Background: an optimization exercise with open tools, aiming at small area and a short achievable clock period. Do not read the settings as production practice. RTL that was checked went through simulation tests only; none was proved equivalent to the original. Only the layout flow was run in run 2; the RTL was not checked for function there. Power is estimated from default activity; no workload was simulated.

--- flow/config.mk ---
export PLATFORM = sky130hd
export DESIGN_NAME = fc_head
export DESIGN_NICKNAME = fc_head
export VERILOG_FILES = /design/flow/design.v
export SDC_FILE = /design/flow/constraint.sdc
export NUM_CORES = 4
export LEC_CHECK = 0
export ABC_CLOCK_PERIOD_IN_PS = 1500
export CAP_MARGIN = 20
export CORE_MARGIN = 2
export CORE_UTILIZATION = 40
export CTS_CLUSTER_DIAMETER = 80
export CTS_CLUSTER_SIZE = 30
export SETUP_SLACK_MARGIN = 4.8
export SLEW_MARGIN = 20
--- flow/constraint.sdc ---
create_clock -name core_clock -period 8.0 [get_ports {clk}]
set_input_delay 1.6000 -clock core_clock [delete_from_list [all_inputs] [get_ports {clk}]]
set_output_delay 1.6000 -clock core_clock [all_outputs]
set_load 0.01 [all_outputs]
--- flow/design.v ---
`timescale 1ns / 1ps
module neuron #(
    parameter signed [15:0] BIAS = 0    
)(
    input clk,
    input [7:0] one,         
    input [7:0] two,         
    input [7:0] neg,         
    input [15:0] weight,     
    input clr,               
    output reg [15:0] logit
);
    wire [31:0] ts, tc;
    mul_tree tree (.one(one), .two(two), .neg(neg), .w(weight), .ps(ts), .pc(tc));
    reg [31:0] ps, pc, p;
    wire [32:0] p_next;
    add_bk #(.W(32)) padd (.a(ps), .b(pc), .s(p_next));
    always @(posedge clk) begin
        ps <= ts;
        pc <= tc;
        p <= p_next[31:0];
    end
    reg [31:0] acc;
    reg [17:0] tot;
    wire [32:0] s;
    add_pfx #(.W(32)) add (.a(acc), .b(p), .s(s));
    wire ovf = (acc[31] == p[31]) && (s[31] != acc[31]);
    wire [31:0] r = ovf ? {acc[31], {31{~acc[31]}}} : s[31:0];
    always @(posedge clk) begin
        acc <= clr ? 32'd0 : r;
        if (clr)
            tot <= r[31:14];
    end
    wire [18:0] u = {tot[17], tot} + {{3{BIAS[15]}}, BIAS};
    always @(posedge clk)
        logit <= (u[18:15] == 4'b0000 || u[18:15] == 4'b1111) ? u[15:0] :
                 u[18] ? 16'h8000 : 16'h7FFF;
endmodule
module add_pfx #(
    parameter W = 32
)(
    input [W-1:0] a,
    input [W-1:0] b,
    output [W:0] s
);
    localparam L = $clog2(W);
    wire [W*(L+1)-1:0] G, P;
    assign G[W-1:0] = a & b;
    assign P[W-1:0] = a ^ b;
    genvar l, i;
    generate
        for (l = 0; l < L; l = l + 1) begin : pfx
            for (i = 0; i < W; i = i + 1) begin : bt
                if ((i >> l) & 1) begin : merge
                    localparam integer J = ((i >> l) << l) - 1;
                    assign G[W*(l+1)+i] = G[W*l+i] | (P[W*l+i] & G[W*l+J]);
                    assign P[W*(l+1)+i] = P[W*l+i] & P[W*l+J];
                end else begin : pass
                    assign G[W*(l+1)+i] = G[W*l+i];
                    assign P[W*(l+1)+i] = P[W*l+i];
                end
            end
        end
    endgenerate
    assign s = {G[W*L+W-1], P[W-1:0] ^ {G[W*L+W-2:W*L], 1'b0}};
endmodule
module add_bk #(
    parameter W = 32
)(
    input [W-1:0] a,
    input [W-1:0] b,
    output [W:0] s
);
    localparam L = $clog2(W);
    localparam NS = 2 * L - 1;
    wire [W*(NS+1)-1:0] G, P;
    assign G[W-1:0] = a & b;
    assign P[W-1:0] = a ^ b;
    genvar st, i;
    generate
        for (st = 0; st < NS; st = st + 1) begin : pfx
            localparam integer LV = (st < L) ? st : (2 * L - 2 - st);
            localparam integer D = 1 << LV;
            for (i = 0; i < W; i = i + 1) begin : bt
                localparam integer NODE = (st < L) ? (((i + 1) % (2 * D)) == 0) :
                                          ((((i + 1) % (2 * D)) == D) && (i >= 2 * D));
                if (NODE) begin : merge
                    assign G[W*(st+1)+i] = G[W*st+i] | (P[W*st+i] & G[W*st+i-D]);
                    assign P[W*(st+1)+i] = P[W*st+i] & P[W*st+i-D];
                end else begin : pass
                    assign G[W*(st+1)+i] = G[W*st+i];
                    assign P[W*(st+1)+i] = P[W*st+i];
                end
            end
        end
    endgenerate
    assign s = {G[W*NS+W-1], P[W-1:0] ^ {G[W*NS+W-2:W*NS], 1'b0}};
endmodule
module mul_tree (
    input  [7:0] one,
    input  [7:0] two,
    input  [7:0] neg,
    input  [15:0] w,
    output [31:0] ps,
    output [31:0] pc
);
    wire pp0_0 = ((one[0] & w[0]) | (two[0] & 1'b0)) ^ neg[0];
    wire pp0_1 = ((one[0] & w[1]) | (two[0] & w[0])) ^ neg[0];
    wire pp0_2 = ((one[0] & w[2]) | (two[0] & w[1])) ^ neg[0];
    wire pp0_3 = ((one[0] & w[3]) | (two[0] & w[2])) ^ neg[0];
    wire pp0_4 = ((one[0] & w[4]) | (two[0] & w[3])) ^ neg[0];
    wire pp0_5 = ((one[0] & w[5]) | (two[0] & w[4])) ^ neg[0];
    wire pp0_6 = ((one[0] & w[6]) | (two[0] & w[5])) ^ neg[0];
    wire pp0_7 = ((one[0] & w[7]) | (two[0] & w[6])) ^ neg[0];
    wire pp0_8 = ((one[0] & w[8]) | (two[0] & w[7])) ^ neg[0];
    wire pp0_9 = ((one[0] & w[9]) | (two[0] & w[8])) ^ neg[0];
    wire pp0_10 = ((one[0] & w[10]) | (two[0] & w[9])) ^ neg[0];
    wire pp0_11 = ((one[0] & w[11]) | (two[0] & w[10])) ^ neg[0];
    wire pp0_12 = ((one[0] & w[12]) | (two[0] & w[11])) ^ neg[0];
    wire pp0_13 = ((one[0] & w[13]) | (two[0] & w[12])) ^ neg[0];
    wire pp0_14 = ((one[0] & w[14]) | (two[0] & w[13])) ^ neg[0];
    wire pp0_15 = ((one[0] & w[15]) | (two[0] & w[14])) ^ neg[0];
    wire pp0_16 = ~(((one[0] | two[0]) & w[15]) ^ neg[0]);
    wire pp1_0 = ((one[1] & w[0]) | (two[1] & 1'b0)) ^ neg[1];
    wire pp1_1 = ((one[1] & w[1]) | (two[1] & w[0])) ^ neg[1];
    wire pp1_2 = ((one[1] & w[2]) | (two[1] & w[1])) ^ neg[1];
    wire pp1_3 = ((one[1] & w[3]) | (two[1] & w[2])) ^ neg[1];
    wire pp1_4 = ((one[1] & w[4]) | (two[1] & w[3])) ^ neg[1];
    wire pp1_5 = ((one[1] & w[5]) | (two[1] & w[4])) ^ neg[1];
    wire pp1_6 = ((one[1] & w[6]) | (two[1] & w[5])) ^ neg[1];
    wire pp1_7 = ((one[1] & w[7]) | (two[1] & w[6])) ^ neg[1];
    wire pp1_8 = ((one[1] & w[8]) | (two[1] & w[7])) ^ neg[1];
    wire pp1_9 = ((one[1] & w[9]) | (two[1] & w[8])) ^ neg[1];
    wire pp1_10 = ((one[1] & w[10]) | (two[1] & w[9])) ^ neg[1];
    wire pp1_11 = ((one[1] & w[11]) | (two[1] & w[10])) ^ neg[1];
    wire pp1_12 = ((one[1] & w[12]) | (two[1] & w[11])) ^ neg[1];
    wire pp1_13 = ((one[1] & w[13]) | (two[1] & w[12])) ^ neg[1];
    wire pp1_14 = ((one[1] & w[14]) | (two[1] & w[13])) ^ neg[1];
    wire pp1_15 = ((one[1] & w[15]) | (two[1] & w[14])) ^ neg[1];
    wire pp1_16 = ~(((one[1] | two[1]) & w[15]) ^ neg[1]);
    wire pp2_0 = ((one[2] & w[0]) | (two[2] & 1'b0)) ^ neg[2];
    wire pp2_1 = ((one[2] & w[1]) | (two[2] & w[0])) ^ neg[2];
    wire pp2_2 = ((one[2] & w[2]) | (two[2] & w[1])) ^ neg[2];
    wire pp2_3 = ((one[2] & w[3]) | (two[2] & w[2])) ^ neg[2];
    wire pp2_4 = ((one[2] & w[4]) | (two[2] & w[3])) ^ neg[2];
    wire pp2_5 = ((one[2] & w[5]) | (two[2] & w[4])) ^ neg[2];
    wire pp2_6 = ((one[2] & w[6]) | (two[2] & w[5])) ^ neg[2];
    wire pp2_7 = ((one[2] & w[7]) | (two[2] & w[6])) ^ neg[2];
    wire pp2_8 = ((one[2] & w[8]) | (two[2] & w[7])) ^ neg[2];
    wire pp2_9 = ((one[2] & w[9]) | (two[2] & w[8])) ^ neg[2];
    wire pp2_10 = ((one[2] & w[10]) | (two[2] & w[9])) ^ neg[2];
    wire pp2_11 = ((one[2] & w[11]) | (two[2] & w[10])) ^ neg[2];
    wire pp2_12 = ((one[2] & w[12]) | (two[2] & w[11])) ^ neg[2];
    wire pp2_13 = ((one[2] & w[13]) | (two[2] & w[12])) ^ neg[2];
    wire pp2_14 = ((one[2] & w[14]) | (two[2] & w[13])) ^ neg[2];
    wire pp2_15 = ((one[2] & w[15]) | (two[2] & w[14])) ^ neg[2];
    wire pp2_16 = ~(((one[2] | two[2]) & w[15]) ^ neg[2]);
    wire pp3_0 = ((one[3] & w[0]) | (two[3] & 1'b0)) ^ neg[3];
    wire pp3_1 = ((one[3] & w[1]) | (two[3] & w[0])) ^ neg[3];
    wire pp3_2 = ((one[3] & w[2]) | (two[3] & w[1])) ^ neg[3];
    wire pp3_3 = ((one[3] & w[3]) | (two[3] & w[2])) ^ neg[3];
    wire pp3_4 = ((one[3] & w[4]) | (two[3] & w[3])) ^ neg[3];
    wire pp3_5 = ((one[3] & w[5]) | (two[3] & w[4])) ^ neg[3];
    wire pp3_6 = ((one[3] & w[6]) | (two[3] & w[5])) ^ neg[3];
    wire pp3_7 = ((one[3] & w[7]) | (two[3] & w[6])) ^ neg[3];
    wire pp3_8 = ((one[3] & w[8]) | (two[3] & w[7])) ^ neg[3];
    wire pp3_9 = ((one[3] & w[9]) | (two[3] & w[8])) ^ neg[3];
    wire pp3_10 = ((one[3] & w[10]) | (two[3] & w[9])) ^ neg[3];
    wire pp3_11 = ((one[3] & w[11]) | (two[3] & w[10])) ^ neg[3];
    wire pp3_12 = ((one[3] & w[12]) | (two[3] & w[11])) ^ neg[3];
    wire pp3_13 = ((one[3] & w[13]) | (two[3] & w[12])) ^ neg[3];
    wire pp3_14 = ((one[3] & w[14]) | (two[3] & w[13])) ^ neg[3];
    wire pp3_15 = ((one[3] & w[15]) | (two[3] & w[14])) ^ neg[3];
    wire pp3_16 = ~(((one[3] | two[3]) & w[15]) ^ neg[3]);
    wire pp4_0 = ((one[4] & w[0]) | (two[4] & 1'b0)) ^ neg[4];
    wire pp4_1 = ((one[4] & w[1]) | (two[4] & w[0])) ^ neg[4];
    wire pp4_2 = ((one[4] & w[2]) | (two[4] & w[1])) ^ neg[4];
    wire pp4_3 = ((one[4] & w[3]) | (two[4] & w[2])) ^ neg[4];
    wire pp4_4 = ((one[4] & w[4]) | (two[4] & w[3])) ^ neg[4];
    wire pp4_5 = ((one[4] & w[5]) | (two[4] & w[4])) ^ neg[4];
    wire pp4_6 = ((one[4] & w[6]) | (two[4] & w[5])) ^ neg[4];
    wire pp4_7 = ((one[4] & w[7]) | (two[4] & w[6])) ^ neg[4];
    wire pp4_8 = ((one[4] & w[8]) | (two[4] & w[7])) ^ neg[4];
    wire pp4_9 = ((one[4] & w[9]) | (two[4] & w[8])) ^ neg[4];
    wire pp4_10 = ((one[4] & w[10]) | (two[4] & w[9])) ^ neg[4];
    wire pp4_11 = ((one[4] & w[11]) | (two[4] & w[10])) ^ neg[4];
    wire pp4_12 = ((one[4] & w[12]) | (two[4] & w[11])) ^ neg[4];
    wire pp4_13 = ((one[4] & w[13]) | (two[4] & w[12])) ^ neg[4];
    wire pp4_14 = ((one[4] & w[14]) | (two[4] & w[13])) ^ neg[4];
    wire pp4_15 = ((one[4] & w[15]) | (two[4] & w[14])) ^ neg[4];
    wire pp4_16 = ~(((one[4] | two[4]) & w[15]) ^ neg[4]);
    wire pp5_0 = ((one[5] & w[0]) | (two[5] & 1'b0)) ^ neg[5];
    wire pp5_1 = ((one[5] & w[1]) | (two[5] & w[0])) ^ neg[5];
    wire pp5_2 = ((one[5] & w[2]) | (two[5] & w[1])) ^ neg[5];
    wire pp5_3 = ((one[5] & w[3]) | (two[5] & w[2])) ^ neg[5];
    wire pp5_4 = ((one[5] & w[4]) | (two[5] & w[3])) ^ neg[5];
    wire pp5_5 = ((one[5] & w[5]) | (two[5] & w[4])) ^ neg[5];
    wire pp5_6 = ((one[5] & w[6]) | (two[5] & w[5])) ^ neg[5];
    wire pp5_7 = ((one[5] & w[7]) | (two[5] & w[6])) ^ neg[5];
    wire pp5_8 = ((one[5] & w[8]) | (two[5] & w[7])) ^ neg[5];
    wire pp5_9 = ((one[5] & w[9]) | (two[5] & w[8])) ^ neg[5];
    wire pp5_10 = ((one[5] & w[10]) | (two[5] & w[9])) ^ neg[5];
    wire pp5_11 = ((one[5] & w[11]) | (two[5] & w[10])) ^ neg[5];
    wire pp5_12 = ((one[5] & w[12]) | (two[5] & w[11])) ^ neg[5];
    wire pp5_13 = ((one[5] & w[13]) | (two[5] & w[12])) ^ neg[5];
    wire pp5_14 = ((one[5] & w[14]) | (two[5] & w[13])) ^ neg[5];
    wire pp5_15 = ((one[5] & w[15]) | (two[5] & w[14])) ^ neg[5];
    wire pp5_16 = ~(((one[5] | two[5]) & w[15]) ^ neg[5]);
    wire pp6_0 = ((one[6] & w[0]) | (two[6] & 1'b0)) ^ neg[6];
    wire pp6_1 = ((one[6] & w[1]) | (two[6] & w[0])) ^ neg[6];
    wire pp6_2 = ((one[6] & w[2]) | (two[6] & w[1])) ^ neg[6];
    wire pp6_3 = ((one[6] & w[3]) | (two[6] & w[2])) ^ neg[6];
    wire pp6_4 = ((one[6] & w[4]) | (two[6] & w[3])) ^ neg[6];
    wire pp6_5 = ((one[6] & w[5]) | (two[6] & w[4])) ^ neg[6];
    wire pp6_6 = ((one[6] & w[6]) | (two[6] & w[5])) ^ neg[6];
    wire pp6_7 = ((one[6] & w[7]) | (two[6] & w[6])) ^ neg[6];
    wire pp6_8 = ((one[6] & w[8]) | (two[6] & w[7])) ^ neg[6];
    wire pp6_9 = ((one[6] & w[9]) | (two[6] & w[8])) ^ neg[6];
    wire pp6_10 = ((one[6] & w[10]) | (two[6] & w[9])) ^ neg[6];
    wire pp6_11 = ((one[6] & w[11]) | (two[6] & w[10])) ^ neg[6];
    wire pp6_12 = ((one[6] & w[12]) | (two[6] & w[11])) ^ neg[6];
    wire pp6_13 = ((one[6] & w[13]) | (two[6] & w[12])) ^ neg[6];
    wire pp6_14 = ((one[6] & w[14]) | (two[6] & w[13])) ^ neg[6];
    wire pp6_15 = ((one[6] & w[15]) | (two[6] & w[14])) ^ neg[6];
    wire pp6_16 = ~(((one[6] | two[6]) & w[15]) ^ neg[6]);
    wire pp7_0 = ((one[7] & w[0]) | (two[7] & 1'b0)) ^ neg[7];
    wire pp7_1 = ((one[7] & w[1]) | (two[7] & w[0])) ^ neg[7];
    wire pp7_2 = ((one[7] & w[2]) | (two[7] & w[1])) ^ neg[7];
    wire pp7_3 = ((one[7] & w[3]) | (two[7] & w[2])) ^ neg[7];
    wire pp7_4 = ((one[7] & w[4]) | (two[7] & w[3])) ^ neg[7];
    wire pp7_5 = ((one[7] & w[5]) | (two[7] & w[4])) ^ neg[7];
    wire pp7_6 = ((one[7] & w[6]) | (two[7] & w[5])) ^ neg[7];
    wire pp7_7 = ((one[7] & w[7]) | (two[7] & w[6])) ^ neg[7];
    wire pp7_8 = ((one[7] & w[8]) | (two[7] & w[7])) ^ neg[7];
    wire pp7_9 = ((one[7] & w[9]) | (two[7] & w[8])) ^ neg[7];
    wire pp7_10 = ((one[7] & w[10]) | (two[7] & w[9])) ^ neg[7];
    wire pp7_11 = ((one[7] & w[11]) | (two[7] & w[10])) ^ neg[7];
    wire pp7_12 = ((one[7] & w[12]) | (two[7] & w[11])) ^ neg[7];
    wire pp7_13 = ((one[7] & w[13]) | (two[7] & w[12])) ^ neg[7];
    wire pp7_14 = ((one[7] & w[14]) | (two[7] & w[13])) ^ neg[7];
    wire pp7_15 = ((one[7] & w[15]) | (two[7] & w[14])) ^ neg[7];
    wire pp7_16 = ~(((one[7] | two[7]) & w[15]) ^ neg[7]);
    wire hs0 = neg[5] ^ pp0_10;
    wire hc0 = neg[5] & pp0_10;
    wire hs1 = pp0_11 ^ pp1_9;
    wire hc1 = pp0_11 & pp1_9;
    wire fs0 = neg[6] ^ pp0_12 ^ pp1_10;
    wire fc0 = (neg[6] & pp0_12) | (neg[6] & pp1_10) | (pp0_12 & pp1_10);
    wire hs2 = pp2_8 ^ pp3_6;
    wire hc2 = pp2_8 & pp3_6;
    wire fs1 = pp0_13 ^ pp1_11 ^ pp2_9;
    wire fc1 = (pp0_13 & pp1_11) | (pp0_13 & pp2_9) | (pp1_11 & pp2_9);
    wire hs3 = pp3_7 ^ pp4_5;
    wire hc3 = pp3_7 & pp4_5;
    wire fs2 = neg[7] ^ pp0_14 ^ pp1_12;
    wire fc2 = (neg[7] & pp0_14) | (neg[7] & pp1_12) | (pp0_14 & pp1_12);
    wire fs3 = pp2_10 ^ pp3_8 ^ pp4_6;
    wire fc3 = (pp2_10 & pp3_8) | (pp2_10 & pp4_6) | (pp3_8 & pp4_6);
    wire hs4 = pp5_4 ^ pp6_2;
    wire hc4 = pp5_4 & pp6_2;
    wire fs4 = pp0_15 ^ pp1_13 ^ pp2_11;
    wire fc4 = (pp0_15 & pp1_13) | (pp0_15 & pp2_11) | (pp1_13 & pp2_11);
    wire fs5 = pp3_9 ^ pp4_7 ^ pp5_5;
    wire fc5 = (pp3_9 & pp4_7) | (pp3_9 & pp5_5) | (pp4_7 & pp5_5);
    wire hs5 = pp6_3 ^ pp7_1;
    wire hc5 = pp6_3 & pp7_1;
    wire fs6 = 1'b1 ^ pp0_16 ^ pp1_14;
    wire fc6 = (1'b1 & pp0_16) | (1'b1 & pp1_14) | (pp0_16 & pp1_14);
    wire fs7 = pp2_12 ^ pp3_10 ^ pp4_8;
    wire fc7 = (pp2_12 & pp3_10) | (pp2_12 & pp4_8) | (pp3_10 & pp4_8);
    wire fs8 = pp5_6 ^ pp6_4 ^ pp7_2;
    wire fc8 = (pp5_6 & pp6_4) | (pp5_6 & pp7_2) | (pp6_4 & pp7_2);
    wire fs9 = 1'b1 ^ pp1_15 ^ pp2_13;
    wire fc9 = (1'b1 & pp1_15) | (1'b1 & pp2_13) | (pp1_15 & pp2_13);
    wire fs10 = pp3_11 ^ pp4_9 ^ pp5_7;
    wire fc10 = (pp3_11 & pp4_9) | (pp3_11 & pp5_7) | (pp4_9 & pp5_7);
    wire hs6 = pp6_5 ^ pp7_3;
    wire hc6 = pp6_5 & pp7_3;
    wire fs11 = pp1_16 ^ pp2_14 ^ pp3_12;
    wire fc11 = (pp1_16 & pp2_14) | (pp1_16 & pp3_12) | (pp2_14 & pp3_12);
    wire fs12 = pp4_10 ^ pp5_8 ^ pp6_6;
    wire fc12 = (pp4_10 & pp5_8) | (pp4_10 & pp6_6) | (pp5_8 & pp6_6);
    wire fs13 = 1'b1 ^ pp2_15 ^ pp3_13;
    wire fc13 = (1'b1 & pp2_15) | (1'b1 & pp3_13) | (pp2_15 & pp3_13);
    wire hs7 = pp4_11 ^ pp5_9;
    wire hc7 = pp4_11 & pp5_9;
    wire fs14 = pp2_16 ^ pp3_14 ^ pp4_12;
    wire fc14 = (pp2_16 & pp3_14) | (pp2_16 & pp4_12) | (pp3_14 & pp4_12);
    wire hs8 = 1'b1 ^ pp3_15;
    wire hc8 = 1'b1 & pp3_15;
    wire hs9 = neg[3] ^ pp0_6;
    wire hc9 = neg[3] & pp0_6;
    wire hs10 = pp0_7 ^ pp1_5;
    wire hc10 = pp0_7 & pp1_5;
    wire fs15 = neg[4] ^ pp0_8 ^ pp1_6;
    wire fc15 = (neg[4] & pp0_8) | (neg[4] & pp1_6) | (pp0_8 & pp1_6);
    wire hs11 = pp2_4 ^ pp3_2;
    wire hc11 = pp2_4 & pp3_2;
    wire fs16 = pp0_9 ^ pp1_7 ^ pp2_5;
    wire fc16 = (pp0_9 & pp1_7) | (pp0_9 & pp2_5) | (pp1_7 & pp2_5);
    wire hs12 = pp3_3 ^ pp4_1;
    wire hc12 = pp3_3 & pp4_1;
    wire fs17 = pp1_8 ^ pp2_6 ^ pp3_4;
    wire fc17 = (pp1_8 & pp2_6) | (pp1_8 & pp3_4) | (pp2_6 & pp3_4);
    wire fs18 = pp4_2 ^ pp5_0 ^ hs0;
    wire fc18 = (pp4_2 & pp5_0) | (pp4_2 & hs0) | (pp5_0 & hs0);
    wire fs19 = pp2_7 ^ pp3_5 ^ pp4_3;
    wire fc19 = (pp2_7 & pp3_5) | (pp2_7 & pp4_3) | (pp3_5 & pp4_3);
    wire fs20 = pp5_1 ^ hc0 ^ hs1;
    wire fc20 = (pp5_1 & hc0) | (pp5_1 & hs1) | (hc0 & hs1);
    wire fs21 = pp4_4 ^ pp5_2 ^ pp6_0;
    wire fc21 = (pp4_4 & pp5_2) | (pp4_4 & pp6_0) | (pp5_2 & pp6_0);
    wire fs22 = hc1 ^ hs2 ^ fs0;
    wire fc22 = (hc1 & hs2) | (hc1 & fs0) | (hs2 & fs0);
    wire fs23 = pp5_3 ^ pp6_1 ^ hc2;
    wire fc23 = (pp5_3 & pp6_1) | (pp5_3 & hc2) | (pp6_1 & hc2);
    wire fs24 = hs3 ^ fc0 ^ fs1;
    wire fc24 = (hs3 & fc0) | (hs3 & fs1) | (fc0 & fs1);
    wire fs25 = pp7_0 ^ hc3 ^ hs4;
    wire fc25 = (pp7_0 & hc3) | (pp7_0 & hs4) | (hc3 & hs4);
    wire fs26 = fc1 ^ fs2 ^ fs3;
    wire fc26 = (fc1 & fs2) | (fc1 & fs3) | (fs2 & fs3);
    wire fs27 = hc4 ^ hs5 ^ fc2;
    wire fc27 = (hc4 & hs5) | (hc4 & fc2) | (hs5 & fc2);
    wire fs28 = fc3 ^ fs4 ^ fs5;
    wire fc28 = (fc3 & fs4) | (fc3 & fs5) | (fs4 & fs5);
    wire fs29 = hc5 ^ fc4 ^ fc5;
    wire fc29 = (hc5 & fc4) | (hc5 & fc5) | (fc4 & fc5);
    wire fs30 = fs6 ^ fs7 ^ fs8;
    wire fc30 = (fs6 & fs7) | (fs6 & fs8) | (fs7 & fs8);
    wire fs31 = hs6 ^ fc6 ^ fc7;
    wire fc31 = (hs6 & fc6) | (hs6 & fc7) | (fc6 & fc7);
    wire fs32 = fc8 ^ fs10 ^ fs9;
    wire fc32 = (fc8 & fs10) | (fc8 & fs9) | (fs10 & fs9);
    wire fs33 = pp7_4 ^ hc6 ^ fc10;
    wire fc33 = (pp7_4 & hc6) | (pp7_4 & fc10) | (hc6 & fc10);
    wire fs34 = fc9 ^ fs11 ^ fs12;
    wire fc34 = (fc9 & fs11) | (fc9 & fs12) | (fs11 & fs12);
    wire fs35 = pp6_7 ^ pp7_5 ^ hs7;
    wire fc35 = (pp6_7 & pp7_5) | (pp6_7 & hs7) | (pp7_5 & hs7);
    wire fs36 = fc11 ^ fc12 ^ fs13;
    wire fc36 = (fc11 & fc12) | (fc11 & fs13) | (fc12 & fs13);
    wire fs37 = pp5_10 ^ pp6_8 ^ pp7_6;
    wire fc37 = (pp5_10 & pp6_8) | (pp5_10 & pp7_6) | (pp6_8 & pp7_6);
    wire fs38 = hc7 ^ fc13 ^ fs14;
    wire fc38 = (hc7 & fc13) | (hc7 & fs14) | (fc13 & fs14);
    wire fs39 = pp4_13 ^ pp5_11 ^ pp6_9;
    wire fc39 = (pp4_13 & pp5_11) | (pp4_13 & pp6_9) | (pp5_11 & pp6_9);
    wire fs40 = pp7_7 ^ hs8 ^ fc14;
    wire fc40 = (pp7_7 & hs8) | (pp7_7 & fc14) | (hs8 & fc14);
    wire fs41 = pp3_16 ^ pp4_14 ^ pp5_12;
    wire fc41 = (pp3_16 & pp4_14) | (pp3_16 & pp5_12) | (pp4_14 & pp5_12);
    wire fs42 = pp6_10 ^ pp7_8 ^ hc8;
    wire fc42 = (pp6_10 & pp7_8) | (pp6_10 & hc8) | (pp7_8 & hc8);
    wire fs43 = 1'b1 ^ pp4_15 ^ pp5_13;
    wire fc43 = (1'b1 & pp4_15) | (1'b1 & pp5_13) | (pp4_15 & pp5_13);
    wire hs13 = pp6_11 ^ pp7_9;
    wire hc13 = pp6_11 & pp7_9;
    wire fs44 = pp4_16 ^ pp5_14 ^ pp6_12;
    wire fc44 = (pp4_16 & pp5_14) | (pp4_16 & pp6_12) | (pp5_14 & pp6_12);
    wire hs14 = 1'b1 ^ pp5_15;
    wire hc14 = 1'b1 & pp5_15;
    wire hs15 = neg[2] ^ pp0_4;
    wire hc15 = neg[2] & pp0_4;
    wire hs16 = pp0_5 ^ pp1_3;
    wire hc16 = pp0_5 & pp1_3;
    wire fs45 = pp1_4 ^ pp2_2 ^ pp3_0;
    wire fc45 = (pp1_4 & pp2_2) | (pp1_4 & pp3_0) | (pp2_2 & pp3_0);
    wire fs46 = pp2_3 ^ pp3_1 ^ hc9;
    wire fc46 = (pp2_3 & pp3_1) | (pp2_3 & hc9) | (pp3_1 & hc9);
    wire fs47 = pp4_0 ^ hc10 ^ hs11;
    wire fc47 = (pp4_0 & hc10) | (pp4_0 & hs11) | (hc10 & hs11);
    wire fs48 = hc11 ^ hs12 ^ fc15;
    wire fc48 = (hc11 & hs12) | (hc11 & fc15) | (hs12 & fc15);
    wire fs49 = hc12 ^ fc16 ^ fs17;
    wire fc49 = (hc12 & fc16) | (hc12 & fs17) | (fc16 & fs17);
    wire fs50 = fc17 ^ fs19 ^ fc18;
    wire fc50 = (fc17 & fs19) | (fc17 & fc18) | (fs19 & fc18);
    wire fs51 = fc19 ^ fs21 ^ fc20;
    wire fc51 = (fc19 & fs21) | (fc19 & fc20) | (fs21 & fc20);
    wire fs52 = fc21 ^ fs23 ^ fc22;
    wire fc52 = (fc21 & fs23) | (fc21 & fc22) | (fs23 & fc22);
    wire fs53 = fc23 ^ fs25 ^ fc24;
    wire fc53 = (fc23 & fs25) | (fc23 & fc24) | (fs25 & fc24);
    wire fs54 = fc25 ^ fc26 ^ fs27;
    wire fc54 = (fc25 & fc26) | (fc25 & fs27) | (fc26 & fs27);
    wire fs55 = fc27 ^ fc28 ^ fs29;
    wire fc55 = (fc27 & fc28) | (fc27 & fs29) | (fc28 & fs29);
    wire fs56 = fc29 ^ fc30 ^ fs31;
    wire fc56 = (fc29 & fc30) | (fc29 & fs31) | (fc30 & fs31);
    wire fs57 = fc31 ^ fc32 ^ fs33;
    wire fc57 = (fc31 & fc32) | (fc31 & fs33) | (fc32 & fs33);
    wire fs58 = fs35 ^ fc33 ^ fc34;
    wire fc58 = (fs35 & fc33) | (fs35 & fc34) | (fc33 & fc34);
    wire fs59 = fs37 ^ fc35 ^ fc36;
    wire fc59 = (fs37 & fc35) | (fs37 & fc36) | (fc35 & fc36);
    wire fs60 = fc37 ^ fs39 ^ fc38;
    wire fc60 = (fc37 & fs39) | (fc37 & fc38) | (fs39 & fc38);
    wire fs61 = fc39 ^ fs41 ^ fs42;
    wire fc61 = (fc39 & fs41) | (fc39 & fs42) | (fs41 & fs42);
    wire fs62 = hs13 ^ fc41 ^ fs43;
    wire fc62 = (hs13 & fc41) | (hs13 & fs43) | (fc41 & fs43);
    wire fs63 = pp7_10 ^ hc13 ^ fc43;
    wire fc63 = (pp7_10 & hc13) | (pp7_10 & fc43) | (hc13 & fc43);
    wire fs64 = pp6_13 ^ pp7_11 ^ hs14;
    wire fc64 = (pp6_13 & pp7_11) | (pp6_13 & hs14) | (pp7_11 & hs14);
    wire fs65 = pp5_16 ^ pp6_14 ^ pp7_12;
    wire fc65 = (pp5_16 & pp6_14) | (pp5_16 & pp7_12) | (pp6_14 & pp7_12);
    wire hs17 = 1'b1 ^ pp6_15;
    wire hc17 = 1'b1 & pp6_15;
    wire hs18 = neg[1] ^ pp0_2;
    wire hc18 = neg[1] & pp0_2;
    wire hs19 = pp0_3 ^ pp1_1;
    wire hc19 = pp0_3 & pp1_1;
    wire fs66 = pp1_2 ^ pp2_0 ^ hs15;
    wire fc66 = (pp1_2 & pp2_0) | (pp1_2 & hs15) | (pp2_0 & hs15);
    wire fs67 = pp2_1 ^ hc15 ^ hs16;
    wire fc67 = (pp2_1 & hc15) | (pp2_1 & hs16) | (hc15 & hs16);
    wire fs68 = hc16 ^ hs9 ^ fs45;
    wire fc68 = (hc16 & hs9) | (hc16 & fs45) | (hs9 & fs45);
    wire fs69 = hs10 ^ fc45 ^ fs46;
    wire fc69 = (hs10 & fc45) | (hs10 & fs46) | (fc45 & fs46);
    wire fs70 = fs15 ^ fc46 ^ fs47;
    wire fc70 = (fs15 & fc46) | (fs15 & fs47) | (fc46 & fs47);
    wire fs71 = fs16 ^ fc47 ^ fs48;
    wire fc71 = (fs16 & fc47) | (fs16 & fs48) | (fc47 & fs48);
    wire fs72 = fs18 ^ fc48 ^ fs49;
    wire fc72 = (fs18 & fc48) | (fs18 & fs49) | (fc48 & fs49);
    wire fs73 = fs20 ^ fc49 ^ fs50;
    wire fc73 = (fs20 & fc49) | (fs20 & fs50) | (fc49 & fs50);
    wire fs74 = fs22 ^ fc50 ^ fs51;
    wire fc74 = (fs22 & fc50) | (fs22 & fs51) | (fc50 & fs51);
    wire fs75 = fs24 ^ fc51 ^ fs52;
    wire fc75 = (fs24 & fc51) | (fs24 & fs52) | (fc51 & fs52);
    wire fs76 = fs26 ^ fc52 ^ fs53;
    wire fc76 = (fs26 & fc52) | (fs26 & fs53) | (fc52 & fs53);
    wire fs77 = fs28 ^ fc53 ^ fs54;
    wire fc77 = (fs28 & fc53) | (fs28 & fs54) | (fc53 & fs54);
    wire fs78 = fs30 ^ fc54 ^ fs55;
    wire fc78 = (fs30 & fc54) | (fs30 & fs55) | (fc54 & fs55);
    wire fs79 = fs32 ^ fc55 ^ fs56;
    wire fc79 = (fs32 & fc55) | (fs32 & fs56) | (fc55 & fs56);
    wire fs80 = fs34 ^ fc56 ^ fs57;
    wire fc80 = (fs34 & fc56) | (fs34 & fs57) | (fc56 & fs57);
    wire fs81 = fs36 ^ fc57 ^ fs58;
    wire fc81 = (fs36 & fc57) | (fs36 & fs58) | (fc57 & fs58);
    wire fs82 = fs38 ^ fc58 ^ fs59;
    wire fc82 = (fs38 & fc58) | (fs38 & fs59) | (fc58 & fs59);
    wire fs83 = fs40 ^ fc59 ^ fs60;
    wire fc83 = (fs40 & fc59) | (fs40 & fs60) | (fc59 & fs60);
    wire fs84 = fc40 ^ fs61 ^ fc60;
    wire fc84 = (fc40 & fs61) | (fc40 & fc60) | (fs61 & fc60);
    wire fs85 = fc42 ^ fs62 ^ fc61;
    wire fc85 = (fc42 & fs62) | (fc42 & fc61) | (fs62 & fc61);
    wire fs86 = fs44 ^ fc62 ^ fs63;
    wire fc86 = (fs44 & fc62) | (fs44 & fs63) | (fc62 & fs63);
    wire fs87 = fc44 ^ fs64 ^ fc63;
    wire fc87 = (fc44 & fs64) | (fc44 & fc63) | (fs64 & fc63);
    wire fs88 = hc14 ^ fs65 ^ fc64;
    wire fc88 = (hc14 & fs65) | (hc14 & fc64) | (fs65 & fc64);
    wire fs89 = pp7_13 ^ hs17 ^ fc65;
    wire fc89 = (pp7_13 & hs17) | (pp7_13 & fc65) | (hs17 & fc65);
    wire fs90 = pp6_16 ^ pp7_14 ^ hc17;
    wire fc90 = (pp6_16 & pp7_14) | (pp6_16 & hc17) | (pp7_14 & hc17);
    wire hs20 = 1'b1 ^ pp7_15;
    wire hc20 = 1'b1 & pp7_15;
    assign ps[0] = neg[0];
    assign pc[0] = pp0_0;
    assign ps[1] = pp0_1;
    assign pc[1] = 1'b0;
    assign ps[2] = pp1_0;
    assign pc[2] = hs18;
    assign ps[3] = hc18;
    assign pc[3] = hs19;
    assign ps[4] = hc19;
    assign pc[4] = fs66;
    assign ps[5] = fc66;
    assign pc[5] = fs67;
    assign ps[6] = fc67;
    assign pc[6] = fs68;
    assign ps[7] = fc68;
    assign pc[7] = fs69;
    assign ps[8] = fc69;
    assign pc[8] = fs70;
    assign ps[9] = fc70;
    assign pc[9] = fs71;
    assign ps[10] = fc71;
    assign pc[10] = fs72;
    assign ps[11] = fc72;
    assign pc[11] = fs73;
    assign ps[12] = fc73;
    assign pc[12] = fs74;
    assign ps[13] = fc74;
    assign pc[13] = fs75;
    assign ps[14] = fc75;
    assign pc[14] = fs76;
    assign ps[15] = fc76;
    assign pc[15] = fs77;
    assign ps[16] = fc77;
    assign pc[16] = fs78;
    assign ps[17] = fc78;
    assign pc[17] = fs79;
    assign ps[18] = fc79;
    assign pc[18] = fs80;
    assign ps[19] = fc80;
    assign pc[19] = fs81;
    assign ps[20] = fc81;
    assign pc[20] = fs82;
    assign ps[21] = fc82;
    assign pc[21] = fs83;
    assign ps[22] = fc83;
    assign pc[22] = fs84;
    assign ps[23] = fs85;
    assign pc[23] = fc84;
    assign ps[24] = fs86;
    assign pc[24] = fc85;
    assign ps[25] = fc86;
    assign pc[25] = fs87;
    assign ps[26] = fs88;
    assign pc[26] = fc87;
    assign ps[27] = fs89;
    assign pc[27] = fc88;
    assign ps[28] = fs90;
    assign pc[28] = fc89;
    assign ps[29] = hs20;
    assign pc[29] = fc90;
    assign ps[30] = pp7_16;
    assign pc[30] = hc20;
    assign ps[31] = 1'b1;
    assign pc[31] = 1'b0;
endmodule
`timescale 1ns / 1ps
module Softmax (
    input clk,
    input rst,
    input [63:0] in,           
    input in_valid,            
    output reg [63:0] out,
    output reg valid,
    output [7:0] led_control
);
    function [15:0] exp_lut;
        input [3:0] idx;
        begin
            case (idx)
                4'd0:  exp_lut = 16'h0800;
                4'd1:  exp_lut = 16'h09D0;
                4'd2:  exp_lut = 16'h0C20;
                4'd3:  exp_lut = 16'h0F80;
                4'd4:  exp_lut = 16'h1480;
                4'd5:  exp_lut = 16'h1C80;
                4'd6:  exp_lut = 16'h2A00;
                4'd7:  exp_lut = 16'h4000;
                4'd8:  exp_lut = 16'h6800;
                4'd9:  exp_lut = 16'hAC00;
                4'd10: exp_lut = 16'h1280;
                4'd11: exp_lut = 16'h1F80;
                4'd12: exp_lut = 16'h2C00;
                4'd13: exp_lut = 16'h4C00;
                4'd14: exp_lut = 16'h8000;
                default: exp_lut = 16'hD800;
            endcase
        end
    endfunction
    function [3:0] rank;
        input [3:0] idx;
        begin
            case (idx)
                4'd0:  rank = 4'd0;
                4'd1:  rank = 4'd1;
                4'd2:  rank = 4'd2;
                4'd3:  rank = 4'd3;
                4'd4:  rank = 4'd5;
                4'd5:  rank = 4'd6;
                4'd6:  rank = 4'd8;
                4'd7:  rank = 4'd10;
                4'd8:  rank = 4'd12;
                4'd9:  rank = 4'd14;
                4'd10: rank = 4'd4;
                4'd11: rank = 4'd7;
                4'd12: rank = 4'd9;
                4'd13: rank = 4'd11;
                4'd14: rank = 4'd13;
                default: rank = 4'd15;
            endcase
        end
    endfunction
    wire [3:0] i0 = {~in[15], in[14:12]};
    wire [3:0] i1 = {~in[31], in[30:28]};
    wire [3:0] i2 = {~in[47], in[46:44]};
    wire [3:0] i3 = {~in[63], in[62:60]};
    wire [15:0] e0 = exp_lut(i0);
    wire [15:0] e1 = exp_lut(i1);
    wire [15:0] e2 = exp_lut(i2);
    wire [15:0] e3 = exp_lut(i3);
    reg [12:0] p01, p23;
    wire [12:0] p01_next, p23_next;
    wire [13:0] sum;
    add_pfx #(.W(12)) add01 (.a(e0[15:4]), .b(e1[15:4]), .s(p01_next));
    add_pfx #(.W(12)) add23 (.a(e2[15:4]), .b(e3[15:4]), .s(p23_next));
    add_pfx #(.W(13)) add4 (.a(p01), .b(p23), .s(sum));
    wire [3:0] s = sum[13:10];
    wire [2:0] sh = (s == 4'b0000) ? 3'd4 :
                    (s[3:1] == 3'b001) ? 3'd3 :
                    (s[3:2] == 2'b01) ? 3'd2 :
                    s[3] ? 3'd1 : 3'd0;
    wire [3:0] r0 = rank(i0);
    wire [3:0] r1 = rank(i1);
    wire [3:0] r2 = rank(i2);
    wire [3:0] r3 = rank(i3);
    reg g10, g20, g30, g21, g31, g32;
    wire [1:0] cls = (g30 && g31 && g32) ? 2'd3 :
                     (g20 && g21) ? 2'd2 :
                     g10 ? 2'd1 : 2'd0;
    reg [3:0] led;
    assign led_control = {4'b0000, led};
    reg valid_d;
    wire [15:0] n0 = e0 >> sh;
    wire [15:0] n1 = e1 >> sh;
    wire [15:0] n2 = e2 >> sh;
    wire [15:0] n3 = e3 >> sh;
    always @(posedge clk) begin
        p01 <= p01_next;
        g10 <= r1 > r0;
        g20 <= r2 > r0;
        g30 <= r3 > r0;
        g21 <= r2 > r1;
        g31 <= r3 > r1;
        g32 <= r3 > r2;
        p23 <= p23_next;
        valid_d <= !rst && in_valid;
        out <= {1'b0, n3[14:0], 1'b0, n2[14:0], 1'b0, n1[14:0], 1'b0, n0[14:0]};
        led <= 4'b0001 << cls;
        valid <= !rst && valid_d;
    end
endmodule
`timescale 1ns / 1ps
module fc_head #(
    parameter DATA_WIDTH = 16,
    parameter NUM_INPUTS = 1024,
    parameter NUM_OUTPUTS = 4
)(
    input clk,
    input rst,
    input [DATA_WIDTH-1:0] myinput,
    input [DATA_WIDTH*NUM_OUTPUTS-1:0] myweights,
    input myinputValid,
    output [DATA_WIDTH*NUM_OUTPUTS-1:0] softmax_out,
    output softmax_valid,
    output [7:0] led_control,
    output [DATA_WIDTH*NUM_OUTPUTS-1:0] logits
);
    reg [9:0] input_count;
    reg [63:0] weights;
    reg last0, last1, last2, last3, logit_valid, rst_d, clr;
    reg [7:0] b_one, b_two, b_neg;
    reg [7:0] b_one_n, b_two_n, b_neg_n;
    wire take = myinputValid && !rst;
    wire [16:0] xe = {myinput, 1'b0};
    wire [7:0] e_one, e_two, e_neg;
    genvar i;
    generate
        for (i = 0; i < 8; i = i + 1) begin : booth
            assign e_one[i] = xe[2*i+1] ^ xe[2*i];
            assign e_two[i] = (xe[2*i+2] & ~xe[2*i+1] & ~xe[2*i]) | (~xe[2*i+2] & xe[2*i+1] & xe[2*i]);
            assign e_neg[i] = xe[2*i+2];
        end
    endgenerate
    always @(posedge clk) begin
        b_one <= take ? e_one : 8'd0;
        b_two <= take ? e_two : 8'd0;
        b_neg <= take ? e_neg : 8'd0;
        b_one_n <= ~(take ? e_one : 8'd0);
        b_two_n <= ~(take ? e_two : 8'd0);
        b_neg_n <= ~(take ? e_neg : 8'd0);
        weights <= myweights;
        rst_d <= rst;
        clr <= rst_d || last1;
        if (rst) begin
            input_count <= 0;
            last0 <= 0;
            last1 <= 0;
            last2 <= 0;
            last3 <= 0;
            logit_valid <= 0;
        end else begin
            if (myinputValid)
                input_count <= input_count + 1;
            last0 <= myinputValid && (input_count == NUM_INPUTS-1);
            last1 <= last0;
            last2 <= last1;
            last3 <= last2;
            logit_valid <= last3;
        end
    end
    localparam [63:0] BIASES = {16'h003C, 16'h0001, 16'hFFD1, 16'h0006};
    generate
        for (i = 0; i < NUM_OUTPUTS; i = i + 1) begin : output_layer
            neuron #(
                .BIAS(BIASES[(i+1)*DATA_WIDTH-1 -: DATA_WIDTH])
            ) neuron_output (
                .clk(clk),
                .one(i < 2 ? b_one : ~b_one_n),
                .two(i < 2 ? b_two : ~b_two_n),
                .neg(i < 2 ? b_neg : ~b_neg_n),
                .weight(weights[(i+1)*DATA_WIDTH-1 -: DATA_WIDTH]),
                .clr(clr),
                .logit(logits[(i+1)*DATA_WIDTH-1 -: DATA_WIDTH])
            );
        end
    endgenerate
    Softmax softmax_inst (
        .clk(clk),
        .rst(rst),
        .in(logits),
        .in_valid(logit_valid),
        .out(softmax_out),
        .valid(softmax_valid),
        .led_control(led_control)
    );
endmodule
--- flow/flow/run.sh ---
#!/bin/bash
cp standard.sh standard_sh_copy.log 2>/dev/null
export SYNTH_ARGS="-noabc"
bash standard.sh > standard.log 2>&1
--- flow/standard.sh ---
#!/bin/bash
# synth_recipe.tcl (not shown) runs the flow's synth.tcl, then flattens the netlist and writes it again
# the make line also repeats each setting of config.mk as NAME=value (left out here)
make -C /OpenROAD-flow-scripts/flow DESIGN_CONFIG=/design/flow/config.mk WORK_HOME=/design/flow/orfs CLKGATE_MAP_FILE= SYNTH_SCRIPT=/design/flow/synth_recipe.tcl "${@:-finish}"
==> impl_metrics.env, run 1 <==
export IMPL_synth_warnings=6
export IMPL_antenna_found_initial=9
export IMPL_core_um2=132000
export IMPL_fin_worst_hold_slack_ns=0.437
export IMPL_setup_viol=0
export IMPL_final_hold_viol_count=0
export IMPL_cp_num_buf_inv=2
export IMPL_avgSynthCellArea_um2=10.2
export IMPL_wl_mm=144
export IMPL_ys_seq_area_share_pct=33.8
export IMPL_clock_sinks=861
export IMPL_synthAdderAreaFrac_pct=25.7
export IMPL_fmax_mhz=257
export IMPL_cp_required_ns=8.54
export IMPL_netlist_area_um2=53100
export IMPL_worst_pin_slew_ns=0.988
export IMPL_worstPathCellList="ha_4, fa_2, a21o_1, a21o_1, a211oi_2, o21ai_2, a221oi_4, inv_2, a2bb2oi_2, a31oi_2, a21o_1, a21oi_2, fa_2, buf_4, or3_4, o21ai_1"
export IMPL_grt_ovfl_total=0
export IMPL_dp_hpwl_mm=96.5
export IMPL_rsz0062_at_grt="yes"
export IMPL_synthMuxAreaShare_pct=0.415
export IMPL_fin_nets=6344
export IMPL_synth_cell_types=84
export IMPL_stdcell_area_um2=63400
export IMPL_synth_xor_area_share_pct=12.8
export IMPL_globalRouteTotalUtil_pct=20.5
export IMPL_clk_latency_ns=0.69
export IMPL_die_h_um=368
export IMPL_grt_max_degree=71
export IMPL_layout_drive_gt1_share_pct=16.8
export IMPL_synth_compound_area_share_pct=15.1
export IMPL_timing_final_crit_period_ns=3.90
export IMPL_synth_seq_cells=861
export IMPL_synth_edf_count=72
export IMPL_min_path_type="flop to flop"
export IMPL_yosys_area_share_simple_pct=7.51
export IMPL_async_reset_ff_share_pct=0
export IMPL_grt_pass1_vias=39146
export IMPL_area_delta_synth_final_pct=19.4
export IMPL_worstPathArrival_ns=4.44
export IMPL_placementRows=133
export IMPL_drtIter0Drc=3188
export IMPL_place_area_um2=56600
export IMPL_initial_utilization_pct=40.3
export IMPL_globalplace_congestion=0.874
export IMPL_crit_type="flop to flop"
export IMPL_numCtsBuffers=55
export IMPL_cts_tree="built"
export IMPL_io_pins=220
export IMPL_viasPerCell=5.41
export IMPL_p_leak_nw=26.6
export IMPL_status="finished clean"
export IMPL_fin_worst_skew_ns=0.0327
export IMPL_cpMostUsedCell="a21o_1"
export IMPL_yosys_most_used_dff="dfxtp_1"
export IMPL_htreeDepth=2
export IMPL_postRouteAntennaNets=0
export IMPL_grt_pass1_wl_mm=223
export IMPL_clockRootBuffer="clkbuf_16"
export IMPL_setup_tns_ns=0
export IMPL_slowest_stage="fa_2"
export IMPL_cp_top_family="compound AO/OA/AOI/OAI gates"
export IMPL_ctsHoldBuffers=0
export IMPL_cts_buffer_depth=3
export IMPL_fillers=11910
export IMPL_die_w_um=368
export IMPL_crit_path_max_incr_delay_ns=0.51
export IMPL_placed_cells=6851
export IMPL_netlist_instances=5197
export IMPL_p_per_area_nw_per_um2=427
export IMPL_post_drt_wl_per_cell_um=19.8
export IMPL_clkTransAtPathRegs_ns=0.10
export IMPL_numPortBuffers=211
export IMPL_slew_headroom_pct=34.1
export IMPL_crit_path_max_fanout=8
export IMPL_dr_pass1_iters=6
export IMPL_die_area_um2=136000
export IMPL_irDropWorstVdd_uv=388
export IMPL_via_count=39147
export IMPL_cp_end_kind="flop"
export IMPL_finalMaxSlewViolations=0
export IMPL_synth_top_family_by_area="adder cells"
export IMPL_drc=0
export IMPL_start_kind="flop"
export IMPL_fin_crit_sh_pct=48.7
export IMPL_maxCapViolations=0
export IMPL_stdcell_count=7238
report_power, final:
part,internal (mW),leakage [nW],total (mW),switching [mW]
clock network,1.51,1.02,3.36,1.85
logic,7.21,18.3,16.1,8.94
registers,6.42,7.31,7.57,1.15
total,15.1,26.6,27.1,11.9
repair_timing:
action                                  CTS  global route
resized for setup                       418           270
endpoints found under the setup margin  456           399
cloned                                   26             3
setup buffers                           139           114
pin swaps                                89           103
sequential cells by signal (all words and copies together) (netlist names), 10 cells and up:
name	flops
softmax_inst.p23	13
weights	64
output_layer.neuron_output.ps	122
output_layer.neuron_output.logit	64
output_layer.neuron_output.p	128
output_layer.neuron_output.acc	128
softmax_inst.p01	13
output_layer.neuron_output.tot	72
input_count	10
output_layer.neuron_output.pc	120
softmax_inst.out	60
path summary, 6_finish.rpt:
check,startpoint,end,slack (ns),cells past startpoint
max,output_layer[2].neuron_output.p[0],output_layer[2].neuron_output.tot[14],4.10,16
min,softmax_inst.g10,softmax_inst.led[0],0.44,1
max reg2reg,output_layer[2].neuron_output.p[0],output_layer[2].neuron_output.tot[14],4.10,16
min reg2reg,softmax_inst.g10,softmax_inst.led[0],0.44,1
routing by layer:
metal | part of all wire, % | up-vias | global-route usage (%) | wire length (um)
met5 | 0 | - | 0 | 0
met4 | 3.1 | 0 | 7.00 | 4410
met3 | 6.3 | 232 | 2.80 | 9020
met2 | 46 | 1412 | 32.7 | 65600
met1 | 45 | 19119 | 28.4 | 64500
li1 | - | 18384 | - | -
synth_stat cells, types with 48 or more instances:
master	number	area share, %
clkbuf_1	294	2.1
o21ai_0	240	2.3
fa_1	440	17
a22oi_1	248	3.5
edfxtp_1	72	4.1
a21o_1	85	1.2
a21oi_1	225	2.1
buf_1	48	0.34
inv_1	246	1.7
o22ai_1	254	3.0
xor2_1	213	3.5
nor2_1	223	1.6
nor2b_1	63	0.74
nand3_1	56	0.53
dfxtp_1	789	30
ha_1	386	9.1
nand2b_1	51	0.60
nand2_1	264	1.9
xnor2_1	565	9.3
placed cells by master, fill, tap and decap left out, types with 30 or more instances in the layout:
cell	count
dfxtp_4	35
a21oi_1	194
buf_6	62
nand2_1	242
fa_1	427
inv_1	212
dlygate4sd2_1	64
clkbuf_16	58
nor2b_1	54
o21ai_0	135
clkdlybuf4s50_1	136
o22ai_1	250
dfxtp_2	62
edfxtp_1	72
a21o_1	85
nand2b_1	39
xnor2_1	565
nor2_1	188
dfxtp_1	692
buf_4	222
nor3_1	30
o21ai_2	92
xor2_1	209
ha_1	365
a22oi_1	248
nand3_1	52
clkinvlp_4	33
o21ai_1	36
logic make-up after synthesis:
family | Yosys count
AOI/OAI and AO/OA | 1251
DFF | 861
and+or+nand+nor | 834
adders and majority gates | 826
xor gates and xnor gates | 778
buffers and inverters | 624
muxes | 22
other | 1
cell type report:
type	instances	area, um2	area share (%)
timing repair buffer	519	4900	7.74
sequential	861	18200	28.7
timing repair inverter	2	12.5	0.0197
clock buffer	59	1440	2.28
tap	1755	2200	3.47
clock inverter	42	704	1.11
multi-input combinational	3744	34800	55.0
inverter	252	1080	1.71
antenna	4	10.0	0.0158
stage by stage:
step           worst slack (ns)  power [mW]  util [%]
5_1_grt                    3.96        29.3      48.1
6_report                   4.10        27.1      48.1
2_1_floorplan              4.17        17.1         -
3_3_place_gp               3.76        20.7      43.0
3_5_place_dp               3.65        21.0      43.0
4_1_cts                    4.04        26.0      46.6
==> run 2: changes to the inputs <==
--- a/flow/design.v
+++ b/flow/design.v
@@ -656,3 +656,2 @@
     reg [7:0] b_one, b_two, b_neg;
-    reg [7:0] b_one_n, b_two_n, b_neg_n;
     wire take = myinputValid && !rst;
@@ -672,5 +671,2 @@
         b_neg <= take ? e_neg : 8'd0;
-        b_one_n <= ~(take ? e_one : 8'd0);
-        b_two_n <= ~(take ? e_two : 8'd0);
-        b_neg_n <= ~(take ? e_neg : 8'd0);
         weights <= myweights;
@@ -702,5 +698,5 @@
                 .clk(clk),
-                .one(i < 2 ? b_one : ~b_one_n),
-                .two(i < 2 ? b_two : ~b_two_n),
-                .neg(i < 2 ? b_neg : ~b_neg_n),
+                .one(b_one),
+                .two(b_two),
+                .neg(b_neg),
                 .weight(weights[(i+1)*DATA_WIDTH-1 -: DATA_WIDTH]),
==> flow/run.sh (new file) <==
#!/bin/bash
# synth_recipe.tcl (not shown) runs the flow's synth.tcl, then flattens the netlist and writes it again
# the make line also repeats each setting of config.mk as NAME=value (left out here)
make -C /OpenROAD-flow-scripts/flow DESIGN_CONFIG=/design/flow/config.mk WORK_HOME=/design/flow/orfs CLKGATE_MAP_FILE= SYNTH_SCRIPT=/design/flow/synth_recipe.tcl finish
removed: flow/flow/run.sh
removed: flow/standard.sh
==> run 2 against run 1 <==
Compared with the run above:
- fmax is 18% higher
- clock skew increased by 0.0074 ns
- final area grew 0.67%
- synthesized area up 3.9%
- clock-buffer cell count down 1
- first-iteration DRC count rose by 24%
- clock power fell by 2%
- highest routed layer unchanged
- total power is 6.9% lower
- register-to-register slack gained 0.58 ns
- worst hold slack worse by 0.0022 ns
- sequential cell count decreased by 25
- sequential power shrank 3.3%
==> impl_metrics.env, run 2 <==
export IMPL_antenna_found_initial=0
export IMPL_yosysTopAreaCell="dfxtp_1"
export IMPL_async_reset_ff_share_pct=0
export IMPL_crit_path_max_incr_delay_ns=0.42
export IMPL_via_count=40950
export IMPL_worst_pin_slew_ns=0.969
export IMPL_drtIter0Drc=3943
export IMPL_dp_hpwl_mm=98.3
export IMPL_start_kind="flop"
export IMPL_netlist_area_um2=55100
export IMPL_synth_seq_cells=836
export IMPL_yosysMostFrequentCell="dfxtp_1"
export IMPL_numCtsBuffers=53
export IMPL_clock_sinks=836
export IMPL_slowest_stage="dfxtp_4"
export IMPL_grt_max_degree=69
export IMPL_layout_common_cells="662 x dfxtp_1, 564 x inv_1, 517 x xnor2_1, 483 x a22oi_1, 425 x fa_1"
export IMPL_numPortBuffers=211
export IMPL_synth_top_cell_area_share_pct=27.7
export IMPL_finalMaxSlewViolations=0
export IMPL_irDropWorstVdd_uv=534
export IMPL_p_leak_nw=27.0
export IMPL_die_h_um=375
export IMPL_initial_utilization_pct=40.2
export IMPL_globalplace_congestion=0.879
export IMPL_cts_tree="built"
export IMPL_layout_drive_gt1_share_pct=10.7
export IMPL_clk_latency_ns=0.71
export IMPL_cp_end_kind="flop"
export IMPL_wl_mm=157
export IMPL_dpl_worst_slack_ns=4.00
export IMPL_grt_ovfl_total=0
export IMPL_synth_area_top_cells="dfxtp_1 28%, fa_1 16%, ha_1 9.3%"
export IMPL_rsz0062_at_grt="yes"
export IMPL_die_area_um2=141000
export IMPL_ctsHoldBuffers=0
export IMPL_final_hold_viol_count=0
export IMPL_slew_headroom_pct=35.3
export IMPL_dr_pass1_iters=6
export IMPL_cts_buffer_depth=3
export IMPL_area_delta_synth_final_pct=15.7
export IMPL_yosys_most_used_dff="dfxtp_1"
export IMPL_post_drt_wl_per_cell_um=20.9
export IMPL_drc=0
export IMPL_crit_path_max_fanout=4
export IMPL_htreeDepth=2
export IMPL_p_per_area_nw_per_um2=395
export IMPL_netlist_instances=5582
export IMPL_cp_required_ns=8.59
export IMPL_fmax_mhz=302
export IMPL_grt_pass1_vias=41407
export IMPL_setup_tns_ns=0
export IMPL_cp_num_buf_inv=8
export IMPL_clkTransAtPathRegs_ns=0.11
export IMPL_synth_warnings=6
export IMPL_synth_cell_types=93
export IMPL_fin_crit_sh_pct=41.4
export IMPL_worstPathArrival_ns=3.90
export IMPL_cp_top_family="compound AO/OA/AOI/OAI gates"
export IMPL_core_um2=137000
export IMPL_postRouteAntennaNets=0
export IMPL_io_pins=220
export IMPL_clockRootBuffer="clkbuf_16"
export IMPL_worstPathCellList="buf_4, buf_6, ha_4, ha_4, a211oi_2, o211ai_1, a21oi_2, o21ai_2, a31oi_2, buf_4, buf_4, buf_4, buf_4, buf_4, buf_4, o21ai_4, fa_1, xor2_1"
export IMPL_min_path_type="flop to flop"
export IMPL_avgSynthCellArea_um2=9.88
export IMPL_globalRouteTotalUtil_pct=21.3
export IMPL_viasPerCell=5.46
export IMPL_die_w_um=375
export IMPL_cpMostUsedCell="buf_4"
export IMPL_final_common_cell="dfxtp_1"
export IMPL_grt_pass1_wl_mm=238
export IMPL_status="finished clean"
export IMPL_fin_nets=6597
export IMPL_crit_type="flop to flop"
export IMPL_placementRows=136
export IMPL_synth_edf_count=72
export IMPL_largest_registers="output_layer.neuron_output.acc (128), output_layer.neuron_output.p (128), output_layer.neuron_output.ps (121)"
export IMPL_setup_viol=0
export IMPL_worst_slack_ns=4.69
export IMPL_maxCapViolations=0
export IMPL_fin_worst_skew_ns=0.0401
export IMPL_ys_seq_area_share_pct=31.7
export IMPL_timing_final_crit_period_ns=3.31
export IMPL_ys_top_cells_by_count="764 x dfxtp_1, 573 x inv_1, 517 x xnor2_1"
==> run 2: layout make-up <==
type,count,area (um2)
fill,12697,73400
multi-input combinational,3780,34700
sequential,836,17700
timing repair buffer,421,4850
tap,1794,2240
inverter,575,2160
clock buffer,58,1410
clock inverter,40,652
antenna,2,5.00
==> run 2: what timing repair did <==
item                       CTS  global route
gates resized for setup    320           165
pin swaps                   40            54
setup buffers              100            54
hold endpoints to repair     0             0
gates cloned                11            18
setup endpoints to repair  455           320
==> run 2: cells by family after synthesis <==
family,after synthesis,synth area share [%]
other,1,0.00680
and+or+nand+nor,767,6.69
buffers and inverters,981,6.91
AOI/OAI and AO/OA,1315,16.1
DFF,836,31.7
muxes,72,1.32
adders and majority gates,849,25.2
xor gates and xnor gates,761,12.1
==> run 2: final timing paths <==
kind         depth (start not counted)                                  end                           startpoint  slack, ns
min reg2reg                          1                  softmax_inst.led[0]                     softmax_inst.g10       0.43
min                                  1                  softmax_inst.led[0]                     softmax_inst.g10       0.43
max reg2reg                         18  output_layer[3].neuron_output.p[25]  output_layer[2].neuron_output.ps[0]       4.69
max                                 18  output_layer[3].neuron_output.p[25]  output_layer[2].neuron_output.ps[0]       4.69
==> run 2: stage by stage <==
stage	total power [mW]	std cells	area, um2	util (%)	hold WS [ns]
6_report	25.2	7506	63800	46.5	0.435
5_1_grt	27.3	7504	63800	46.5	0.458
4_1_cts	24.5	7432	62400	45.5	0.436
3_5_place_dp	20.7	7223	58200	42.4	0.402
3_3_place_gp	20.4	7223	58200	42.4	0.393
2_1_floorplan	16.7	5589	55200	-	0.329
==> run 2: power breakdown <==
part           internal (mW)  leakage, nW  switching [mW]
logic                   6.36         18.9            8.25
registers               6.22         7.12            1.11
clock network           1.49        0.985            1.79
total                   14.1         27.0            11.1
==> run 2: metal layers <==
layer	GRT usage, %	part of all wire [%]	vias up
li1	-	-	18954
met1	28.7	43	19886
met2	34.4	45	1787
met3	4.28	9.0	323
met4	6.76	3.1	0
met5	0	0	-
==> run 3: changes to the inputs <==
--- a/flow/design.v
+++ b/flow/design.v
@@ -25,5 +25,7 @@
     wire [32:0] s;
-    add_pfx #(.W(32)) add (.a(acc), .b(p), .s(s));
-    wire ovf = (acc[31] == p[31]) && (s[31] != acc[31]);
-    wire [31:0] r = ovf ? {acc[31], {31{~acc[31]}}} : s[31:0];
+    wire c31;
+    add_pfx #(.W(32)) add (.a(acc), .b(p), .s(s), .cm(c31));
+    wire same = acc[31] == p[31];
+    wire ovf = same && (c31 != acc[31]);
+    wire [31:0] r = ovf ? {acc[31], {31{~acc[31]}}} : {same ? acc[31] : ~c31, s[30:0]};
     always @(posedge clk) begin
@@ -43,3 +45,4 @@
     input [W-1:0] b,
-    output [W:0] s
+    output [W:0] s,
+    output cm            
 );
@@ -47,2 +50,3 @@
     wire [W*(L+1)-1:0] G, P;
+    assign cm = G[W*L+W-2];
     assign G[W-1:0] = a & b;
@@ -656,2 +660,3 @@
     reg [7:0] b_one, b_two, b_neg;
+    reg [7:0] b_one_n, b_two_n, b_neg_n;
     wire take = myinputValid && !rst;
@@ -671,2 +676,5 @@
         b_neg <= take ? e_neg : 8'd0;
+        b_one_n <= ~(take ? e_one : 8'd0);
+        b_two_n <= ~(take ? e_two : 8'd0);
+        b_neg_n <= ~(take ? e_neg : 8'd0);
         weights <= myweights;
@@ -698,5 +706,5 @@
                 .clk(clk),
-                .one(b_one),
-                .two(b_two),
-                .neg(b_neg),
+                .one(i < 2 ? b_one : ~b_one_n),
+                .two(i < 2 ? b_two : ~b_two_n),
+                .neg(i < 2 ? b_neg : ~b_neg_n),
                 .weight(weights[(i+1)*DATA_WIDTH-1 -: DATA_WIDTH]),
==> flow/flow/run.sh (new file) <==
#!/bin/bash
cp standard.sh standard_sh_copy.log 2>/dev/null
export SYNTH_ARGS="-noabc"
bash standard.sh > standard.log 2>&1
==> flow/standard.sh (new file) <==
#!/bin/bash
# synth_recipe.tcl (not shown) runs the flow's synth.tcl, then flattens the netlist and writes it again
# the make line also repeats each setting of config.mk as NAME=value (left out here)
make -C /OpenROAD-flow-scripts/flow DESIGN_CONFIG=/design/flow/config.mk WORK_HOME=/design/flow/orfs CLKGATE_MAP_FILE= SYNTH_SCRIPT=/design/flow/synth_recipe.tcl "${@:-finish}"
removed: flow/run.sh
==> run 3 against run 2 <==
Compared with the run above:
- still clean
- sequential cell count increased by 25
- global-route usage decreased by 0.77 points
- critical path depth decreased by 11
- setup slack improved by 0.16 ns
- critical endpoint is now output_layer[3].neuron_output.pc[16]
- largest cell class unchanged
- largest power group unchanged
==> impl_metrics.env, run 3 <==
export IMPL_status="finished clean"
export IMPL_fillers=12359
export IMPL_slew_headroom_pct=33.4
export IMPL_crit_start="weights[63]"
export IMPL_die_h_um=371
export IMPL_start_kind="flop"
export IMPL_synth_edf_count=72
export IMPL_cp_end_kind="flop"
export IMPL_io_pins=220
export IMPL_ys_top_cells_by_count="789 x dfxtp_1, 553 x xnor2_1, 436 x fa_1"
export IMPL_place_area_um2=57400
export IMPL_synth_warnings=6
export IMPL_ctsHoldBuffers=0
export IMPL_regToRegSetupSlack_ns=4.85
export IMPL_final_hold_viol_count=0
export IMPL_grt_pass1_wl_mm=225
export IMPL_yosysMostFrequentCell="dfxtp_1"
export IMPL_setup_tns_ns=0
export IMPL_synth_area_top_cells="dfxtp_1 29%, fa_1 16%, xnor2_1 9.0%"
export IMPL_fin_nets=6358
export IMPL_irDropWorstVdd_uv=299
export IMPL_p_sw_mw=11.5
export IMPL_postRouteAntennaNets=0
export IMPL_fin_crit_sh_pct=39.4
export IMPL_timing_final_crit_period_ns=3.15
export IMPL_drc=0
export IMPL_die_w_um=371
export IMPL_clkTransAtPathRegs_ns=0.11
export IMPL_finalMaxSlewViolations=0
export IMPL_fmax_mhz=317
export IMPL_r2r_end="output_layer[3].neuron_output.pc[16]"
export IMPL_htreeDepth=2
export IMPL_worst_slack_ns=4.85
export IMPL_endpoint="output_layer[3].neuron_output.pc[16]"
export IMPL_dr_pass1_iters=6
export IMPL_p_sw_share_pct=44.9
export IMPL_core_um2=134000
export IMPL_p_clk_share_pct=13.1
export IMPL_initial_utilization_pct=40.4
export IMPL_die_area_um2=138000
export IMPL_viasPerCell=5.47
export IMPL_synth_cell_types=89
export IMPL_fin_worst_hold_slack_ns=0.433
export IMPL_cp_required_ns=8.55
export IMPL_grt_pass1_vias=39811
export IMPL_fin_worst_skew_ns=0.0401
export IMPL_largest_registers="output_layer.neuron_output.acc (128), output_layer.neuron_output.p (128), output_layer.neuron_output.ps (122)"
export IMPL_seqPwrFrac_pct=29.4
export IMPL_ys_seq_area_share_pct=33.3
export IMPL_worstRegToRegCells=7
export IMPL_globalRouteTotalUtil_pct=20.6
export IMPL_worstPathArrival_ns=3.71
export IMPL_layout_common_cells="701 x dfxtp_1, 551 x xnor2_1, 426 x fa_1, 378 x ha_1, 265 x nor2_1"
export IMPL_netlist_instances=5314
export IMPL_async_reset_ff_share_pct=0
export IMPL_crit_type="flop to flop"
export IMPL_r2r_start="weights[63]"
export IMPL_netlist_area_um2=53900
export IMPL_maxCapViolations=0
export IMPL_numCtsBuffers=54
export IMPL_grt_ovfl_total=0
export IMPL_final_common_cell="dfxtp_1"
export IMPL_worst_pin_slew_ns=0.989
export IMPL_yosys_most_used_dff="dfxtp_1"
export IMPL_min_path_type="flop to flop"
export IMPL_p_per_area_nw_per_um2=411
export IMPL_via_count=39813
export IMPL_layout_drive_gt1_share_pct=12.1
export IMPL_synth_seq_cells=861
export IMPL_crit_path_max_fanout=9
export IMPL_p_leak_nw=26.7
[run 3: cell count changes after synthesis, moves of 31 or more]
| cell | change |
|---|---|
| xnor2_1 | +36 |
| inv_1 | -317 |
| buf_1 | -32 |
| xor2_1 | -38 |
| o21ai_0 | -67 |
| a22oi_1 | -236 |
| nand2_1 | +85 |
| a21o_1 | +39 |
| o22ai_1 | +253 |
| o21a_1 | -31 |
[run 3: through the flow]
| stage | total power, mW | util, % | cells |
|---|---|---|---|
| after detailed placement | 21.1 | 42.9 | 6990 |
| after global placement | 20.8 | 42.9 | 6989 |
| after floorplan | 16.9 | - | 5321 |
| after global routing | 27.7 | 46.6 | 7276 |
| after CTS | 24.9 | 45.4 | 7160 |
| final | 25.6 | 46.6 | 7276 |
[run 3: worst min path at each step]
stage	start	to	slack, ns	cells after the start
CTS	last0	last1	0.44	1
detailed placement	rst_d	clr	0.42	1
finish	rst_d	clr	0.43	1
global route	last0	last1	0.44	1
global placement	rst_d	clr	0.40	1
floorplan	b_neg[0]	output_layer[1].neuron_output.ps[0]	0.33	0
[run 3: repair_timing]
| action | CTS | global route |
|---|---|---|
| gates cloned | 5 | 9 |
| endpoints found under the setup margin | 455 | 299 |
| buffers inserted | 64 | 97 |
| gates resized for setup | 290 | 204 |
| pin swaps | 23 | 54 |
[run 3: cell type report]
type | instances | area [um2] | share of cell area (%)
repair buffers | 433 | 4160 | 6.68
repair inverters | 6 | 37.5 | 0.0602
flip-flops and latches | 861 | 18100 | 29.1
diodes | 10 | 25.0 | 0.0402
clock inverters | 44 | 769 | 1.23
well taps | 1768 | 2210 | 3.55
clock buffers | 57 | 1370 | 2.20
inverters | 261 | 1110 | 1.79
multi-input cells | 3836 | 34500 | 55.4
[run 3: logic make-up (layout without fill, tap and decap cells)]
| logic type | count (synthesis) | count (layout) | share of synthesized area, % |
|---|---|---|---|
| AO/OA/AOI/OAI | 1329 | 1332 | 16.4 |
| XOR/XNOR | 759 | 759 | 12.3 |
| adder cells (fa/ha/maj) | 822 | 822 | 25.1 |
| buffers and inverters | 630 | 801 | 4.53 |
| flip-flops | 861 | 861 | 33.3 |
| multiplexers | 42 | 42 | 0.791 |
| other | 1 | 18 | 0.00695 |
| AND/OR/NAND/NOR | 870 | 873 | 7.48 |
[run 3: power groups by stage]
stage,clock network (mW),logic (mW),registers (mW)
floorplan,0,9.71,7.19
global placement,0,13.2,7.63
detailed placement,0,13.5,7.64
CTS,3.47,13.9,7.54
global route,3.62,16.4,7.72
finish,3.35,14.7,7.53
[run 3: layer usage]
layer / share of wire, % / vias to the layer above / GRT usage [%]
met2: 44 / 1510 / 32.0
met1: 46 / 19305 / 28.8
met4: 3.4 / 0 / 7.78
met3: 6.8 / 281 / 3.03
met5: 0 / - / 0
li1: - / 18717 / -
[run 3: critical path, stage by stage, from the launching register on]
cell and delay (ns):
dfxtp_4 0.42, inv_2 0.22, o22ai_1 0.16, xnor2_1 0.30
fa_1 0.48, fa_1 0.47, fa_1 0.54, fa_1 0.42

Re-timed with assumed drivers on the ports (clkbuf_16 on the clock, buf_2 on other inputs), run 3 has 4.793 ns of setup slack against 4.849 ns with ideal ports, and 4.601 ns once port delays also move by the mid clock arrival of 0.754 ns.
